Context: an optimization exercise on an open-source flow, tuned for small area. The choices shown serve that exercise and are no tape-out recipe.
Where RTL was checked, it was by simulation tests only, not by an equivalence proof against the original.
No functional check of the RTL was part of run 1.

## flow/design.v (module list and top-level ports; edited modules follow where they fit)
// module weight_lut: 796 lines
// module hdr_fa: 11 lines
// module hdr_ha: 10 lines
// module hdr_d1step: 24 lines
// module hdr_nrstep: 27 lines
// module HDR_4f: 2307 lines
module HDR_4f
#(
  parameter  C_DATA_WIDTH              = 24
)
(
  input  wire                    reset       ,
  input  wire                    clk         ,
  input  wire                    data_in_VS  ,
  input  wire                    data_in_HS  ,
  input  wire                    data_in_DE  ,
  input  wire [C_DATA_WIDTH-1:0] data_in_B   ,
  input  wire [C_DATA_WIDTH-1:0] data_in_MH  ,
  input  wire [C_DATA_WIDTH-1:0] data_in_ML  ,
  input  wire [C_DATA_WIDTH-1:0] data_in_D   ,
  output wire                    data_out_VS ,
  output wire                    data_out_HS ,
  output wire                    data_out_DE ,
  output wire [C_DATA_WIDTH+5:0] data_out
) ;
  localparam TOTAL_DELAY = 40;
  localparam NCOMP       = 21;
  localparam NDLY        = TOTAL_DELAY - NCOMP;
  genvar gi;
  reg [TOTAL_DELAY-1:0] VS_d;
  reg [TOTAL_DELAY-1:0] HS_d;
  reg [TOTAL_DELAY-1:0] DE_d;
  reg [5:0]             rst_cnt;
  wire                  out_ok = rst_cnt[5] & rst_cnt[3];    
  always @(posedge clk)
  begin
    VS_d <= {VS_d[TOTAL_DELAY-2:0], data_in_VS};
    HS_d <= {HS_d[TOTAL_DELAY-2:0], data_in_HS};
    DE_d <= {DE_d[TOTAL_DELAY-2:0], data_in_DE};
  end
  always @(posedge clk or posedge reset)
  begin
    if (reset)
      rst_cnt <= 6'd0;
    else if (!out_ok)
      rst_cnt <= rst_cnt + 6'd1;
  end
  assign data_out_VS = VS_d[TOTAL_DELAY-1] | ~out_ok;
  assign data_out_HS = HS_d[TOTAL_DELAY-1] | ~out_ok;
  assign data_out_DE = DE_d[TOTAL_DELAY-1] &  out_ok;
  wire [95:0] ch_in = {data_in_B, data_in_MH, data_in_ML, data_in_D};
  wire [9:0]  s_B  = ch_in[95:88] + ch_in[87:80] + ch_in[79:72];
  wire [9:0]  s_MH = ch_in[71:64] + ch_in[63:56] + ch_in[55:48];
  wire [9:0]  s_ML = ch_in[47:40] + ch_in[39:32] + ch_in[31:24];
  wire [9:0]  s_D  = ch_in[23:16] + ch_in[15:8]  + ch_in[7:0];
  wire [7:0]  wl_B, wl_MH, wl_ML, wl_D;
  weight_lut u_lut_B  (.s(s_B ), .w(wl_B ));
  // ...
==> flow/run.sh <==
#!/bin/bash
# synth_recipe.tcl (not shown) runs the flow's synth.tcl, then flattens the netlist and writes it again
# the make line also repeats each setting of config.mk as NAME=value (left out here)
make -C /OpenROAD-flow-scripts/flow DESIGN_CONFIG=/design/flow/config.mk WORK_HOME=/design/flow/orfs CLKGATE_MAP_FILE= SYNTH_SCRIPT=/design/flow/synth_recipe.tcl finish
==> flow/config.mk <==
export PLATFORM = sky130hd
export DESIGN_NAME = HDR_4f
export DESIGN_NICKNAME = HDR_4f
export VERILOG_FILES = /design/flow/design.v
export SDC_FILE = /design/flow/constraint.sdc
export NUM_CORES = 4
export LEC_CHECK = 0
export CAP_MARGIN = 20
export CORE_MARGIN = 2
export CORE_UTILIZATION = 40
export CTS_CLUSTER_DIAMETER = 100
export CTS_CLUSTER_SIZE = 20
export PLACE_DENSITY = 0.6
export SLEW_MARGIN = 20
export SYNTH_HIERARCHICAL = 1
export SYNTH_MINIMUM_KEEP_SIZE = 0
==> flow/constraint.sdc <==
create_clock -name core_clock -period 5.0 [get_ports {clk}]
set_input_delay 1.0000 -clock core_clock [delete_from_list [all_inputs] [get_ports {clk}]]
set_output_delay 1.0000 -clock core_clock [all_outputs]
set_load 0.01 [all_outputs]
==> summary.md, run 1 <==
| Metric | Value |
|---|---|
| Outcome | finished clean |
| Num rows | 190 |
| Nets | 11800 |
| Critical Path AT | 5.56 ns |
| Filler Cell Count | 24400 |
| Initial core utilization | 40.2% |
| Cells along the critical path | inv_1 > ha_1 > inv_1 > fa_1 > fa_1 > fa_2 > fa_1 > fa_1 > fa_1 > fa_1 > fa_1 > fa_2 > nor2_4 > buf_12 > mux2_2 |
| Port Buffers | 133 |
| Final Wtd Congestion | 0.945 |
| Reg2reg setup slack | 0.11 ns |
| Leftover overflow at the end of global routing | 0 |
| Hold Path Class | reg2reg |
| R2r startpoint | d1_st[1][15]$_DFF_P_ |
| Non-filler instance count after layout | 13500 |
| Synthesized netlist cell count | 9105 |
| Number of CTS-inserted buffers | 139 |
| Final Util | 46.5% |
| Area of the multi-input gates | 59200 um^2 |
| Multi-In Gates | 5874 |
| Most Used Layer, Global Route | met2 |
| Final instance area | 125000 um^2 |
| Reg2Reg Depth | 15 |
| Sequential Area | 44600 um^2 |
| GRT Total Usage | 22.6% |
| Timing endpoint of the critical path | d1_st[2][25]$_DFF_P_ |
| WL met2 | 137000 um |
| Clock Skew | 0.0970 ns |
| Non-clock buffer count | 1192 |
| Post-route DRC | 0 |
| Most common cell after layout, fill and taps aside | dfxtp_1 |
| Setup crit end kind | register |
| Leading cell kind | multi-input gates |
| WL met3 | 26000 um |
| Largest net degree at the start of global routing | 41 |
| Synth warnings | 8 |
==> run 2: changes to the inputs <==
--- a/flow/design.v
+++ b/flow/design.v
@@ -881,17 +881,17 @@
   input  wire [C_DATA_WIDTH-1:0] data_in_ML  ,
   input  wire [C_DATA_WIDTH-1:0] data_in_D   ,
   output wire                    data_out_VS ,
   output wire                    data_out_HS ,
   output wire                    data_out_DE ,
   output wire [C_DATA_WIDTH+5:0] data_out
 ) ;
   localparam TOTAL_DELAY = 40;
-  localparam NCOMP       = 21;
+  localparam NCOMP       = 22;
   localparam NDLY        = TOTAL_DELAY - NCOMP;
   genvar gi;
   reg [TOTAL_DELAY-1:0] VS_d;
   reg [TOTAL_DELAY-1:0] HS_d;
   reg [TOTAL_DELAY-1:0] DE_d;
   reg [5:0]             rst_cnt;
   wire                  out_ok = rst_cnt[5] & rst_cnt[3];    
   always @(posedge clk)
@@ -905,21 +905,23 @@
     if (reset)
       rst_cnt <= 6'd0;
     else if (!out_ok)
       rst_cnt <= rst_cnt + 6'd1;
   end
   assign data_out_VS = VS_d[TOTAL_DELAY-1] | ~out_ok;
   assign data_out_HS = HS_d[TOTAL_DELAY-1] | ~out_ok;
   assign data_out_DE = DE_d[TOTAL_DELAY-1] &  out_ok;
-  wire [95:0] ch_in = {data_in_B, data_in_MH, data_in_ML, data_in_D};
-  wire [9:0]  s_B  = ch_in[95:88] + ch_in[87:80] + ch_in[79:72];
-  wire [9:0]  s_MH = ch_in[71:64] + ch_in[63:56] + ch_in[55:48];
-  wire [9:0]  s_ML = ch_in[47:40] + ch_in[39:32] + ch_in[31:24];
-  wire [9:0]  s_D  = ch_in[23:16] + ch_in[15:8]  + ch_in[7:0];
+  reg [95:0] ch_1;
+  always @(posedge clk)
+    ch_1 <= {data_in_B, data_in_MH, data_in_ML, data_in_D};
+  wire [9:0]  s_B  = ch_1[95:88] + ch_1[87:80] + ch_1[79:72];
+  wire [9:0]  s_MH = ch_1[71:64] + ch_1[63:56] + ch_1[55:48];
+  wire [9:0]  s_ML = ch_1[47:40] + ch_1[39:32] + ch_1[31:24];
+  wire [9:0]  s_D  = ch_1[23:16] + ch_1[15:8]  + ch_1[7:0];
   wire [7:0]  wl_B, wl_MH, wl_ML, wl_D;
   weight_lut u_lut_B  (.s(s_B ), .w(wl_B ));
   weight_lut u_lut_MH (.s(s_MH), .w(wl_MH));
   weight_lut u_lut_ML (.s(s_ML), .w(wl_ML));
   weight_lut u_lut_D  (.s(s_D ), .w(wl_D ));
   wire ts_n1, ts_n2;
   hdr_ha u_ts_ha3 (.a(s_B[0]), .b(s_MH[0]), .s(ts_n1), .co(ts_n2));
   wire ts_n4, ts_n5;
@@ -957,27 +959,26 @@
   wire ts_n52, ts_n53;
   hdr_fa u_ts_fa54 (.a(s_D[7]), .b(ts_n20), .c(ts_n22), .s(ts_n52), .co(ts_n53));
   wire ts_n55, ts_n56;
   hdr_fa u_ts_fa57 (.a(s_D[8]), .b(ts_n23), .c(ts_n25), .s(ts_n55), .co(ts_n56));
   wire ts_n58, ts_n59;
   hdr_fa u_ts_fa60 (.a(s_D[9]), .b(ts_n26), .c(ts_n28), .s(ts_n58), .co(ts_n59));
   wire [11:0] ts_a = {1'b0, ts_n29, ts_n56, ts_n53, ts_n50, ts_n47, ts_n44, ts_n41, ts_n38, ts_n35, ts_n32, ts_n1};
   wire [11:0] ts_b = {1'b0, ts_n59, ts_n58, ts_n55, ts_n52, ts_n49, ts_n46, ts_n43, ts_n40, ts_n37, ts_n34, ts_n31};
+  wire [11:0] t_sum = ts_a + ts_b;
   reg [95:0] ch_2;
   reg [31:0] w_2;
-  reg [11:0] ta_2, tb_2;
+  reg [11:0] t_2;
   always @(posedge clk)
   begin
-    ch_2 <= ch_in;
+    ch_2 <= ch_1;
     w_2  <= {wl_B, wl_MH, wl_ML, wl_D};
-    ta_2 <= ts_a;
-    tb_2 <= ts_b;
+    t_2  <= t_sum;
   end
-  wire [11:0] t_2 = ta_2 + tb_2;
   wire [7:0] w_B  = w_2[31:24];
   wire [7:0] w_MH = w_2[23:16];
   wire [7:0] w_ML = w_2[15:8];
   wire [7:0] w_D  = w_2[7:0];
   wire [7:0] c_B_r  = ch_2[95:88], c_B_g  = ch_2[87:80], c_B_b  = ch_2[79:72];
   wire [7:0] c_MH_r = ch_2[71:64], c_MH_g = ch_2[63:56], c_MH_b = ch_2[55:48];
   wire [7:0] c_ML_r = ch_2[47:40], c_ML_g = ch_2[39:32], c_ML_b = ch_2[31:24];
   wire [7:0] c_D_r  = ch_2[23:16], c_D_g  = ch_2[15:8],  c_D_b  = ch_2[7:0];
@@ -2514,103 +2515,102 @@
   hdr_fa u_ws_fa42 (.a(w_D[5]), .b(ws_n14), .c(ws_n16), .s(ws_n40), .co(ws_n41));
   wire ws_n43, ws_n44;
   hdr_fa u_ws_fa45 (.a(w_D[6]), .b(ws_n17), .c(ws_n19), .s(ws_n43), .co(ws_n44));
   wire ws_n46, ws_n47;
   hdr_fa u_ws_fa48 (.a(w_D[7]), .b(ws_n20), .c(ws_n22), .s(ws_n46), .co(ws_n47));
   wire [9:0] ws_a = {1'b0, ws_n23, ws_n44, ws_n41, ws_n38, ws_n35, ws_n32, ws_n29, ws_n26, ws_n1};
   wire [9:0] ws_b = {1'b0, ws_n47, ws_n46, ws_n43, ws_n40, ws_n37, ws_n34, ws_n31, ws_n28, ws_n25};
   wire [9:0]  w_sum = ws_a + ws_b;
-  reg [17:0] zr_a_3, zr_b_3, zg_a_3, zg_b_3, zb_a_3, zb_b_3;
-  reg [10:0] nws_3;
-  reg [11:0] t_3;
-  always @(posedge clk)
-  begin
-    zr_a_3 <= mac_r_a;  zr_b_3 <= mac_r_b;
-    zg_a_3 <= mac_g_a;  zg_b_3 <= mac_g_b;
-    zb_a_3 <= mac_b_a;  zb_b_3 <= mac_b_b;
-    nws_3  <= ~{1'b0, w_sum};
-    t_3    <= t_2;
-  end
-  localparam D1W = 3*26 + 21;
-  wire [D1W-1:0] d1_st [0:8];
-  wire [17:0] z_r = ~(zr_a_3 + zr_b_3 + 18'd1);
-  wire [17:0] z_g = ~(zg_a_3 + zg_b_3 + 18'd1);
-  wire [17:0] z_b = ~(zb_a_3 + zb_b_3 + 18'd1);
   wire lh_n1, lh_n2;
-  hdr_ha u_lh_ha3 (.a(t_3[8]), .b(t_3[6]), .s(lh_n1), .co(lh_n2));
+  hdr_ha u_lh_ha3 (.a(t_2[8]), .b(t_2[6]), .s(lh_n1), .co(lh_n2));
   wire lh_n4, lh_n5;
-  hdr_fa u_lh_fa6 (.a(t_3[9]), .b(t_3[7]), .c(t_3[5]), .s(lh_n4), .co(lh_n5));
+  hdr_fa u_lh_fa6 (.a(t_2[9]), .b(t_2[7]), .c(t_2[5]), .s(lh_n4), .co(lh_n5));
   wire lh_n7, lh_n8;
-  hdr_ha u_lh_ha9 (.a(t_3[3]), .b(t_3[1]), .s(lh_n7), .co(lh_n8));
+  hdr_ha u_lh_ha9 (.a(t_2[3]), .b(t_2[1]), .s(lh_n7), .co(lh_n8));
   wire lh_n10, lh_n11;
-  hdr_fa u_lh_fa12 (.a(t_3[10]), .b(t_3[8]), .c(t_3[6]), .s(lh_n10), .co(lh_n11));
+  hdr_fa u_lh_fa12 (.a(t_2[10]), .b(t_2[8]), .c(t_2[6]), .s(lh_n10), .co(lh_n11));
   wire lh_n13, lh_n14;
-  hdr_ha u_lh_ha15 (.a(t_3[4]), .b(t_3[2]), .s(lh_n13), .co(lh_n14));
+  hdr_ha u_lh_ha15 (.a(t_2[4]), .b(t_2[2]), .s(lh_n13), .co(lh_n14));
   wire lh_n16, lh_n17;
-  hdr_fa u_lh_fa18 (.a(t_3[11]), .b(t_3[9]), .c(t_3[7]), .s(lh_n16), .co(lh_n17));
+  hdr_fa u_lh_fa18 (.a(t_2[11]), .b(t_2[9]), .c(t_2[7]), .s(lh_n16), .co(lh_n17));
   wire lh_n19, lh_n20;
-  hdr_ha u_lh_ha21 (.a(t_3[5]), .b(t_3[3]), .s(lh_n19), .co(lh_n20));
+  hdr_ha u_lh_ha21 (.a(t_2[5]), .b(t_2[3]), .s(lh_n19), .co(lh_n20));
   wire lh_n22, lh_n23;
-  hdr_fa u_lh_fa24 (.a(t_3[10]), .b(t_3[8]), .c(t_3[6]), .s(lh_n22), .co(lh_n23));
+  hdr_fa u_lh_fa24 (.a(t_2[10]), .b(t_2[8]), .c(t_2[6]), .s(lh_n22), .co(lh_n23));
   wire lh_n25, lh_n26;
-  hdr_ha u_lh_ha27 (.a(t_3[11]), .b(t_3[9]), .s(lh_n25), .co(lh_n26));
+  hdr_ha u_lh_ha27 (.a(t_2[11]), .b(t_2[9]), .s(lh_n25), .co(lh_n26));
   wire lh_n28, lh_n29;
-  hdr_ha u_lh_ha30 (.a(t_3[6]), .b(t_3[4]), .s(lh_n28), .co(lh_n29));
+  hdr_ha u_lh_ha30 (.a(t_2[6]), .b(t_2[4]), .s(lh_n28), .co(lh_n29));
   wire lh_n31, lh_n32;
-  hdr_fa u_lh_fa33 (.a(t_3[7]), .b(t_3[5]), .c(t_3[3]), .s(lh_n31), .co(lh_n32));
+  hdr_fa u_lh_fa33 (.a(t_2[7]), .b(t_2[5]), .c(t_2[3]), .s(lh_n31), .co(lh_n32));
   wire lh_n34, lh_n35;
-  hdr_fa u_lh_fa36 (.a(t_3[4]), .b(t_3[2]), .c(t_3[0]), .s(lh_n34), .co(lh_n35));
+  hdr_fa u_lh_fa36 (.a(t_2[4]), .b(t_2[2]), .c(t_2[0]), .s(lh_n34), .co(lh_n35));
   wire lh_n37, lh_n38;
   assign lh_n37 = ~(lh_n2 ^ lh_n4);
   assign lh_n38 = lh_n2 | lh_n4;
   wire lh_n39, lh_n40;
   hdr_fa u_lh_fa41 (.a(lh_n5), .b(lh_n8), .c(lh_n10), .s(lh_n39), .co(lh_n40));
   wire lh_n42, lh_n43;
   hdr_fa u_lh_fa44 (.a(lh_n11), .b(lh_n14), .c(lh_n16), .s(lh_n42), .co(lh_n43));
   wire lh_n45, lh_n46;
-  hdr_fa u_lh_fa47 (.a(t_3[4]), .b(lh_n17), .c(lh_n20), .s(lh_n45), .co(lh_n46));
+  hdr_fa u_lh_fa47 (.a(t_2[4]), .b(lh_n17), .c(lh_n20), .s(lh_n45), .co(lh_n46));
   wire lh_n48, lh_n49;
-  hdr_fa u_lh_fa50 (.a(t_3[7]), .b(t_3[5]), .c(lh_n23), .s(lh_n48), .co(lh_n49));
+  hdr_fa u_lh_fa50 (.a(t_2[7]), .b(t_2[5]), .c(lh_n23), .s(lh_n48), .co(lh_n49));
   wire lh_n51, lh_n52;
-  hdr_fa u_lh_fa53 (.a(t_3[10]), .b(t_3[8]), .c(t_3[6]), .s(lh_n51), .co(lh_n52));
+  hdr_fa u_lh_fa53 (.a(t_2[10]), .b(t_2[8]), .c(t_2[6]), .s(lh_n51), .co(lh_n52));
   wire lh_n54, lh_n55;
-  hdr_ha u_lh_ha56 (.a(t_3[11]), .b(t_3[9]), .s(lh_n54), .co(lh_n55));
+  hdr_ha u_lh_ha56 (.a(t_2[11]), .b(t_2[9]), .s(lh_n54), .co(lh_n55));
   wire lh_n57, lh_n58;
-  hdr_ha u_lh_ha59 (.a(t_3[4]), .b(t_3[2]), .s(lh_n57), .co(lh_n58));
+  hdr_ha u_lh_ha59 (.a(t_2[4]), .b(t_2[2]), .s(lh_n57), .co(lh_n58));
   wire lh_n60, lh_n61;
-  hdr_fa u_lh_fa62 (.a(t_3[5]), .b(t_3[3]), .c(t_3[1]), .s(lh_n60), .co(lh_n61));
+  hdr_fa u_lh_fa62 (.a(t_2[5]), .b(t_2[3]), .c(t_2[1]), .s(lh_n60), .co(lh_n61));
   wire lh_n63, lh_n64;
-  hdr_fa u_lh_fa65 (.a(t_3[2]), .b(t_3[0]), .c(lh_n28), .s(lh_n63), .co(lh_n64));
+  hdr_fa u_lh_fa65 (.a(t_2[2]), .b(t_2[0]), .c(lh_n28), .s(lh_n63), .co(lh_n64));
   wire lh_n66, lh_n67;
-  hdr_fa u_lh_fa68 (.a(t_3[1]), .b(lh_n29), .c(lh_n31), .s(lh_n66), .co(lh_n67));
+  hdr_fa u_lh_fa68 (.a(t_2[1]), .b(lh_n29), .c(lh_n31), .s(lh_n66), .co(lh_n67));
   wire lh_n69, lh_n70;
   hdr_fa u_lh_fa71 (.a(lh_n1), .b(lh_n32), .c(lh_n34), .s(lh_n69), .co(lh_n70));
   wire lh_n72, lh_n73;
   hdr_fa u_lh_fa74 (.a(lh_n7), .b(lh_n35), .c(lh_n37), .s(lh_n72), .co(lh_n73));
   wire lh_n75, lh_n76;
   hdr_fa u_lh_fa77 (.a(lh_n13), .b(lh_n38), .c(lh_n39), .s(lh_n75), .co(lh_n76));
   wire lh_n78, lh_n79;
   hdr_fa u_lh_fa80 (.a(lh_n19), .b(lh_n40), .c(lh_n42), .s(lh_n78), .co(lh_n79));
   wire lh_n81, lh_n82;
   hdr_fa u_lh_fa83 (.a(lh_n22), .b(lh_n43), .c(lh_n45), .s(lh_n81), .co(lh_n82));
   wire lh_n84, lh_n85;
   hdr_fa u_lh_fa86 (.a(lh_n25), .b(lh_n46), .c(lh_n48), .s(lh_n84), .co(lh_n85));
   wire lh_n87, lh_n88;
   hdr_fa u_lh_fa89 (.a(lh_n26), .b(lh_n49), .c(lh_n51), .s(lh_n87), .co(lh_n88));
   wire lh_n90, lh_n91;
-  hdr_fa u_lh_fa92 (.a(t_3[7]), .b(lh_n52), .c(lh_n54), .s(lh_n90), .co(lh_n91));
+  hdr_fa u_lh_fa92 (.a(t_2[7]), .b(lh_n52), .c(lh_n54), .s(lh_n90), .co(lh_n91));
   wire lh_n93, lh_n94;
-  hdr_fa u_lh_fa95 (.a(t_3[10]), .b(t_3[8]), .c(lh_n55), .s(lh_n93), .co(lh_n94));
+  hdr_fa u_lh_fa95 (.a(t_2[10]), .b(t_2[8]), .c(lh_n55), .s(lh_n93), .co(lh_n94));
   wire lh_n96, lh_n97;
-  hdr_ha u_lh_ha98 (.a(t_3[11]), .b(t_3[9]), .s(lh_n96), .co(lh_n97));
-  wire [21:0] lh_a = {1'b0, 1'b0, t_3[11], t_3[10], lh_n94, lh_n91, lh_n88, lh_n85, lh_n82, lh_n79, lh_n76, lh_n73, lh_n70, lh_n67, lh_n64, lh_n61, lh_n58, t_3[0], t_3[3], t_3[2], t_3[1], t_3[0]};
-  wire [21:0] lh_b = {1'b0, 1'b0, 1'b0, lh_n97, lh_n96, lh_n93, lh_n90, lh_n87, lh_n84, lh_n81, lh_n78, lh_n75, lh_n72, lh_n69, lh_n66, lh_n63, lh_n60, lh_n57, t_3[1], t_3[0], 1'b0, 1'b0};
+  hdr_ha u_lh_ha98 (.a(t_2[11]), .b(t_2[9]), .s(lh_n96), .co(lh_n97));
+  wire [21:0] lh_a = {1'b0, 1'b0, t_2[11], t_2[10], lh_n94, lh_n91, lh_n88, lh_n85, lh_n82, lh_n79, lh_n76, lh_n73, lh_n70, lh_n67, lh_n64, lh_n61, lh_n58, t_2[0], t_2[3], t_2[2], t_2[1], t_2[0]};
+  wire [21:0] lh_b = {1'b0, 1'b0, 1'b0, lh_n97, lh_n96, lh_n93, lh_n90, lh_n87, lh_n84, lh_n81, lh_n78, lh_n75, lh_n72, lh_n69, lh_n66, lh_n63, lh_n60, lh_n57, t_2[1], t_2[0], 1'b0, 1'b0};
   wire [21:0] lh_s = lh_a + lh_b;
-  wire [9:0]  l_3  = lh_s[19:10];
+  reg [17:0] zr_a_3, zr_b_3, zg_a_3, zg_b_3, zb_a_3, zb_b_3;
+  reg [10:0] nws_3;
+  reg [9:0]  l_3;
+  always @(posedge clk)
+  begin
+    zr_a_3 <= mac_r_a;  zr_b_3 <= mac_r_b;
+    zg_a_3 <= mac_g_a;  zg_b_3 <= mac_g_b;
+    zb_a_3 <= mac_b_a;  zb_b_3 <= mac_b_b;
+    nws_3  <= ~{1'b0, w_sum};
+    l_3    <= lh_s[19:10];
+  end
+  localparam D1W = 3*26 + 21;
+  wire [D1W-1:0] d1_st [0:8];
+  wire [17:0] z_r = ~(zr_a_3 + zr_b_3 + 18'd1);
+  wire [17:0] z_g = ~(zg_a_3 + zg_b_3 + 18'd1);
+  wire [17:0] z_b = ~(zb_a_3 + zb_b_3 + 18'd1);
   assign d1_st[0] = {nws_3, l_3, z_b, 8'd0, z_g, 8'd0, z_r, 8'd0};
   generate
     for (gi = 1; gi <= 8; gi = gi + 1)
     begin: g_d1
       wire [D1W-1:0] cur = d1_st[gi-1];
       wire [10:0]    nws = cur[D1W-1 -: 11];
       wire [D1W-1:0] nxt;
       genvar c;
==> flow/config.mk (replaced) <==
export PLATFORM = sky130hd
export DESIGN_NAME = HDR_4f
export DESIGN_NICKNAME = HDR_4f
export VERILOG_FILES = /design/flow/design.v
export SDC_FILE = /design/flow/constraint.sdc
export NUM_CORES = 4
export LEC_CHECK = 0
export CAP_MARGIN = 20
export CORE_MARGIN = 2
export CORE_UTILIZATION = 40
export CTS_CLUSTER_DIAMETER = 80
export CTS_CLUSTER_SIZE = 26
export PLACE_DENSITY = 0.6
export SLEW_MARGIN = 20
export SYNTH_HIERARCHICAL = 1
export SYNTH_MINIMUM_KEEP_SIZE = 0
==> run 2 against run 1 <==
Against the previous run: critical path depth is 1 lower; first-iteration DRC count is 5.9% higher; clock-buffer cell count is 27 lower; via count is 4.0% lower; final cell count is 4.7% lower; synthesized area is 1.1% higher.
==> summary.md, run 2 <==
| Metric | Value |
|---|---|
| Core footprint | 271000 um^2 |
| H-Tree Depth | 3 |
| Top cell by count, worst path | fa_1 |
| Post-Route Setup TNS | 0 ns |
| Dpl hpwl | 213000 um |
| Initial antenna violation count | 7 |
| Chip Height | 526 um |
| Most frequent cells in the layout | dfxtp_1 (2267), fa_1 (1337), nand2_1 (1168) |
| Non-filler instance count after layout | 12900 (-4.7%) |
| I/O pins | 134 |
| RSZ-0062 raised after global routing | true |
| Clock Skew | 0.0735 ns (-0.0235 ns) |
| CP max stage cell | fa_2 |
| Clock slew at reported path FFs | 0.10 ns |
| Initial core utilization | 40.2% (about the same) |
| Period utilization | 97.5% |
| Vias in the first global route | 72200 |
| Syn-to-layout area delta | 9.39% |
| FMAX | 205 MHz |
| Final setup violation count | 0 |
| Layout cells sized above 1 | 12.3% |
| Final Wtd Congestion | 0.946 (+0.17%) |
| Leftover overflow at the end of global routing | 0 (unchanged) |
| GR met2 Demand/Resource | 32.4% |
| Worst Tran Pin Value | 1.04 ns |
| Post-Syn Area | 109000 um^2 |
| DRT Pass-1 Iters | 7 |
| Met1 Use GR | 27.6% |
| Die area | 277000 um^2 |
| Setup crit end kind | register |
| Clock latency on the worst-skew pair | 0.77 ns |
| Post-CTS Hold Buffers | 0 |
| Drt via density | 5.26 |
| Critical path type | reg2reg |
| Period minus WS final | 4.88 ns |
| Num rows | 191 (+0.53%) |
| Most common cell after layout, fill and taps aside | dfxtp_1 |
| Slew headroom | 30.5% |
| Avg Cell Area, Syn | 11.9 um^2 |
| Met3 Use GR | 3.34% |
| Reg2Reg Depth | 14 (-1) |
| CP peak stage delay | 0.46 ns |
| Cells on Worst Hold Path | 0 |
| Hold Path Class | reg2reg |
| Synthesized netlist cell count | 9198 (+1.0%) |
| Dpl cells | 12700 |
| Max reg flops | 574 |
| Die Wd | 526 um |
| Number of CTS-inserted buffers | 111 (-20%) |
| Startpoint types | register |
| Largest net degree at the start of global routing | 85 (+110%) |
| GRT Total Usage | 20.2% (-2.4 points) |
| Clock root cell | clkbuf_16 |
| Nets | 11100 (-5.5%) |
| Final Max Slew Viols | 0 |
| Bufs on Longest Clock Path | 3 |
| 1st-iter DRT viols | 5851 |
| Cells along the critical path | inv_1 > ha_1 > inv_1 > fa_1 > fa_2 > fa_1 > fa_2 > fa_1 > fa_1 > fa_1 > fa_2 > fa_2 > nor2_4 > mux2_2 |
| Final WL | 282000 um |
| CTS tree | built |
| First-pass GRT wire length | 437000 um |
| Antenna viol nets, final | 0 |
| Critical Path RT | 5.67 ns |
| Clock net sink count | 2280 |
| Maxcap violations | 0 |
| Endpoints failing hold | 0 |
| Post-route DRC | 0 (unchanged) |
| Synth warnings | 8 (unchanged) |
| Vias after detailed routing | 68000 |
| Crit Path Max Fanout | 5 |
| Outcome | finished clean |
| Routed length per instance | 21.8 um |
| WP depth | 14 |
| Most Used Layer, Global Route | met2 |
| Largest reg by FF count | g_nr.r |
| Critical Path AT | 5.55 ns (about the same) |
| Bufs and invs on worst path | 2 |
| Delay-heaviest family, CP | adder cells |
| Port Buffers | 133 (unchanged) |
## run 2: path summary, 6_finish.rpt
path / start / to / slack (ns)
min in group asynchronous: reset / rst_cnt[2]$_DFFE_PP0N_ / 0.43
max in group asynchronous: reset / rst_cnt[3]$_DFFE_PP0N_ / 4.37
min: d1_st[3][85]$_DFF_P_ / d1_st[4][85]$_DFF_P_ / 0.28
max reg2reg: d1_st[3][88]$_DFF_P_ / d1_st[4][76]$_DFF_P_ / 0.12
min reg2reg: d1_st[3][85]$_DFF_P_ / d1_st[4][85]$_DFF_P_ / 0.28
max: d1_st[3][88]$_DFF_P_ / d1_st[4][76]$_DFF_P_ / 0.12
## run 2: cell type report
class	count	area [um^2]
clock buffer	117	2830
sequential	2280	45700
multi-input combinational	5923	59400
clock inverter	33	603
tap	3570	4470
timing repair buffer	468	4350
antenna	5	12.5
inverter	518	1940
fill	25000	152000
## run 2: per-layer routing
metal	vias up	share of wire, %
li1	30500	-
met1	34200	44
met2	2699	46
met3	594	6.8
met4	0	3.9
met5	-	0
## run 2: metrics by stage
step | worst slack (ns) | utilization, % | hold slack (ns) | cell area, um^2
5_1_grt | -0.0773 | 44.0 | 0.280 | 119000
3_3_place_gp | 0.0449 | 42.6 | 0.310 | 115000
6_report | 0.123 | 44.0 | 0.282 | 119000
4_1_cts | 0.00208 | 43.8 | 0.259 | 119000
3_5_place_dp | -0.0146 | 42.6 | 0.312 | 115000
2_1_floorplan | 0.329 | - | 0.310 | 109000
## run 2: timing repair
item,CTS,global route
setup buffers,1,9
setup endpoints to repair,27,185
pin swaps,5,25
gates cloned,0,15
gates resized for setup,0,72
## run 2: worst reg2reg max path: cells and delay by family (launching register included)
kind                     cells  cell delay (ns)
buffers and inverters        2             0.13
multiplexers                 1             0.38
AND/OR/NAND/NOR              1             0.22
adder cells (fa/ha/maj)     10             3.70
flip-flops                   1             0.36
==> run 3: changes to the inputs <==
--- a/flow/config.mk
+++ b/flow/config.mk
@@ -8,8 +8,8 @@
 export CAP_MARGIN = 20
 export CORE_MARGIN = 2
 export CORE_UTILIZATION = 40
-export CTS_CLUSTER_DIAMETER = 80
-export CTS_CLUSTER_SIZE = 26
+export CTS_CLUSTER_DIAMETER = 100
+export CTS_CLUSTER_SIZE = 20
 export PLACE_DENSITY = 0.6
 export SLEW_MARGIN = 20
 export SYNTH_HIERARCHICAL = 1
==> run 3 against run 2 <==
Against the previous run: flip-flop and latch count did not move; still clean; design area rose by 0.46%; critical path type unchanged; via count increased by 0.24%.
==> summary.md, run 3 <==
| Metric | Value |
|---|---|
| Die Wd | 526 um (unchanged) |
| Drt via density | 5.27 (about the same) |
| Final setup violation count | 0 (unchanged) |
| Number of CTS-inserted buffers | 146 (+32%) |
| Hold path endpoint | HS_d[10]$_DFF_P_ |
| Sequential Area | 45700 um^2 (unchanged) |
| Startpoint types | register |
| H-Tree Depth | 4 (+1) |
| Final Max Slew Viols | 0 (unchanged) |
| Setup crit end kind | register |
| Critical Path AT | 5.59 ns (+0.04 ns) |
| HP Start | HS_d[9]$_DFF_P_ |
| GRT Total Usage | 20.4% (+0.14 points) |
| DRT Pass-1 Iters | 8 (+1) |
| Post-route DRC | 0 (unchanged) |
| Core footprint | 271000 um^2 (unchanged) |
| Synth warnings | 8 (unchanged) |
| R2r endpoint | d1_st[4][20]$_DFF_P_ |
| Layout cells sized above 1 | 12.6% (+0.26 points) |
| Clock root cell | clkbuf_16 |
| Synthesized netlist cell count | 9198 (unchanged) |
| Max reg flops | 574 (unchanged) |
| Nets | 11200 (+0.32%) |
| R2r startpoint | d1_st[3][88]$_DFF_P_ |
| Pre-CTS setup slack | -0.0146 ns (unchanged) |
| Clock latency on the worst-skew pair | 0.83 ns (+0.06 ns) |
| Vias in the first global route | 72500 (+0.41%) |
| Outcome | finished clean |
| CTS tree | built |
| Clock net sink count | 2280 (unchanged) |
| Crit Path Max Fanout | 10 (+5) |
| Clock slew at reported path FFs | 0.08 ns (-0.02 ns) |
| Final instance area | 120000 um^2 (+0.46%) |
| Avg Cell Area, Syn | 11.9 um^2 (unchanged) |
| Cell Area, Placed | 115000 um^2 (unchanged) |
| Vias after detailed routing | 68200 (+0.24%) |
| Area of the multi-input gates | 59400 um^2 (about the same) |
| Period utilization | 97.8% (+0.25 points) |
| Final Wtd Congestion | 0.946 (unchanged) |
| Most frequent cells in the layout | dfxtp_1 (2267), fa_1 (1331), nand2_1 (1168) |
| Die area | 277000 um^2 (unchanged) |
| Syn-to-layout area delta | 9.88% |
| Maxcap violations | 0 (unchanged) |
| Critical path type | reg2reg |
| Final WL | 284000 um (+0.67%) |
| Routed length per instance | 22.0 um (+0.52%) |
| FMAX | 205 MHz (-0.25%) |
| Post-Route Setup TNS | 0 ns (unchanged) |
| Dpl hpwl | 213000 um (unchanged) |
| Slew headroom | 29.7% (-0.75 points) |
| Most common cell after layout, fill and taps aside | dfxtp_1 |
| Chip Height | 526 um (unchanged) |
| Initial core utilization | 40.2% (unchanged) |
| Hold Path Class | reg2reg |
| Port Buffers | 133 (unchanged) |
| Endpoints failing hold | 0 (unchanged) |
| Critical Path RT | 5.70 ns (+0.03 ns) |
| Leftover overflow at the end of global routing | 0 (unchanged) |
| Bufs on Longest Clock Path | 4 (+1) |
| 1st-iter DRT viols | 5871 (+0.34%) |
| Num rows | 191 (unchanged) |
| Final worst slack | 0.110 ns (-0.0123 ns) |
| Hold Slack | 0.305 ns (+0.0227 ns) |
| Filler Cell Count | 24900 (-0.13%) |
| Clock Skew | 0.0643 ns (-0.00916 ns) |
| Antenna viol nets, final | 0 (unchanged) |
| Reg2Reg Depth | 15 (+1) |
| Period minus WS final | 4.89 ns (+0.0123 ns) |
| Largest net degree at the start of global routing | 85 (unchanged) |
| First-pass GRT wire length | 439000 um (+0.58%) |
| Reg2reg setup slack | 0.11 ns (about the same) |
| I/O pins | 134 (unchanged) |
| Largest reg by FF count | g_nr.r |
| Cells on Worst Hold Path | 0 (unchanged) |
| Post-Syn Area | 109000 um^2 (unchanged) |
| Worst Tran Pin Value | 1.05 ns (+0.0113 ns) |
| Initial antenna violation count | 6 (-1) |
-- run 3: cell count changes in the layout (fill, tap and decap cells not counted), moves of 2 or more --
cell and change:
inv_8 -2, fa_1 -6, fa_2 +6, diode_2 -2
inv_16 -3, clkbuf_16 +37, clkinv_16 -7, clkinv_8 -7
clkinv_4 -2, inv_6 +4
-- run 3: through the flow --
step | instances | util (%)
2_1_floorplan | 9209 | -
3_3_place_gp | 12700 | 42.6
3_5_place_dp | 12700 | 42.6
4_1_cts | 12900 | 44.0
5_1_grt | 12900 | 44.2
6_report | 12900 | 44.2
-- run 3: layout make-up --
type	count	share of cell area (%)
Timing Repair Buffer	469	3.63
Sequential cell	2280	38.1
Clock inverter	15	0.161
Antenna cell	3	0.00627
Inverter	518	1.62
Tap cell	3570	3.73
Multi-Input combinational cell	5923	49.6
Clock buffer	156	3.15
-- run 3: what timing repair did --
item	4_1_cts	5_1_grt
gates cloned	0	15
endpoints found under the hold margin	0	0
pin swaps	8	29
buffers inserted	1	10
resized for setup	1	75
hold buffers	0	0
endpoints found under the setup margin	51	185
-- run 3: worst max path at each step --
stage,to,startpoint
3_5_place_dp,d1_st[3][71]$_DFF_P_,d1_st[2][88]$_DFF_P_
5_1_grt,d1_st[4][20]$_DFF_P_,d1_st[3][88]$_DFF_P_
4_1_cts,d1_st[6][72]$_DFF_P_,d1_st[5][88]$_DFF_P_
3_3_place_gp,d1_st[6][22]$_DFF_P_,d1_st[5][88]$_DFF_P_
2_1_floorplan,d1_st[2][17]$_DFF_P_,d1_st[1][88]$_DFF_P_
6_report,d1_st[4][20]$_DFF_P_,d1_st[3][88]$_DFF_P_
-- run 3: worst max-delay path: stages (launching register included) --
cell	delay, ns
dfxtp_2	0.36
inv_1	0.06
ha_1	0.14
inv_1	0.05
fa_1	0.37
fa_1	0.39
fa_1	0.38
fa_1	0.39
fa_1	0.40
fa_1	0.39
fa_1	0.39
fa_1	0.40
fa_1	0.44
nor2_4	0.14
buf_12	0.14
mux2_2	0.34
-- run 3: metal layers --
metal | vias to the layer above | share of wire (%) | track usage [%]
met5 | - | 0 | 0
met4 | 0 | 3.9 | 7.18
met3 | 616 | 6.9 | 3.51
met2 | 2700 | 46 | 32.7
met1 | 34300 | 44 | 27.7
li1 | 30600 | - | -

==> afterwards: timing with drivers on the ports <==
How much do the figures lean on ideal ports? The routed layouts below were timed once more, with nothing changed but the port constraints. Step 1 (the two cells are an assumption about what drives the block):
set clk [get_ports {clk}]
set_driving_cell -lib_cell sky130_fd_sc_hd__clkbuf_16 $clk
set_driving_cell -lib_cell sky130_fd_sc_hd__buf_2 [delete_from_list [all_inputs] $clk]
Step 2 also shifts input and output timing later by t, the mid clock arrival at the registers, as if the neighbouring blocks saw the same clock. Three values: ideal ports, drivers, drivers and shift; two values: the first two.
run | t (ns) | slack for setup (ns) | worst setup path at the end | worst data-port slew with drivers (ns)
run 1 | 0.889 | 0.105 / 0.105 / -0.652 | input to register | 0.05
run 2 | 0.839 | 0.123 / 0.123 / 0.123 | register to register | 0.10
run 3 | 0.893 | 0.110 / 0.110 / 0.110 | register to register | 0.10
With both steps, setup timing fails in run 1, where it was met with ideal ports. The setup slack of run 1, which loses most, moves by 0.000 ns with the drivers and by -0.757 ns with both steps.
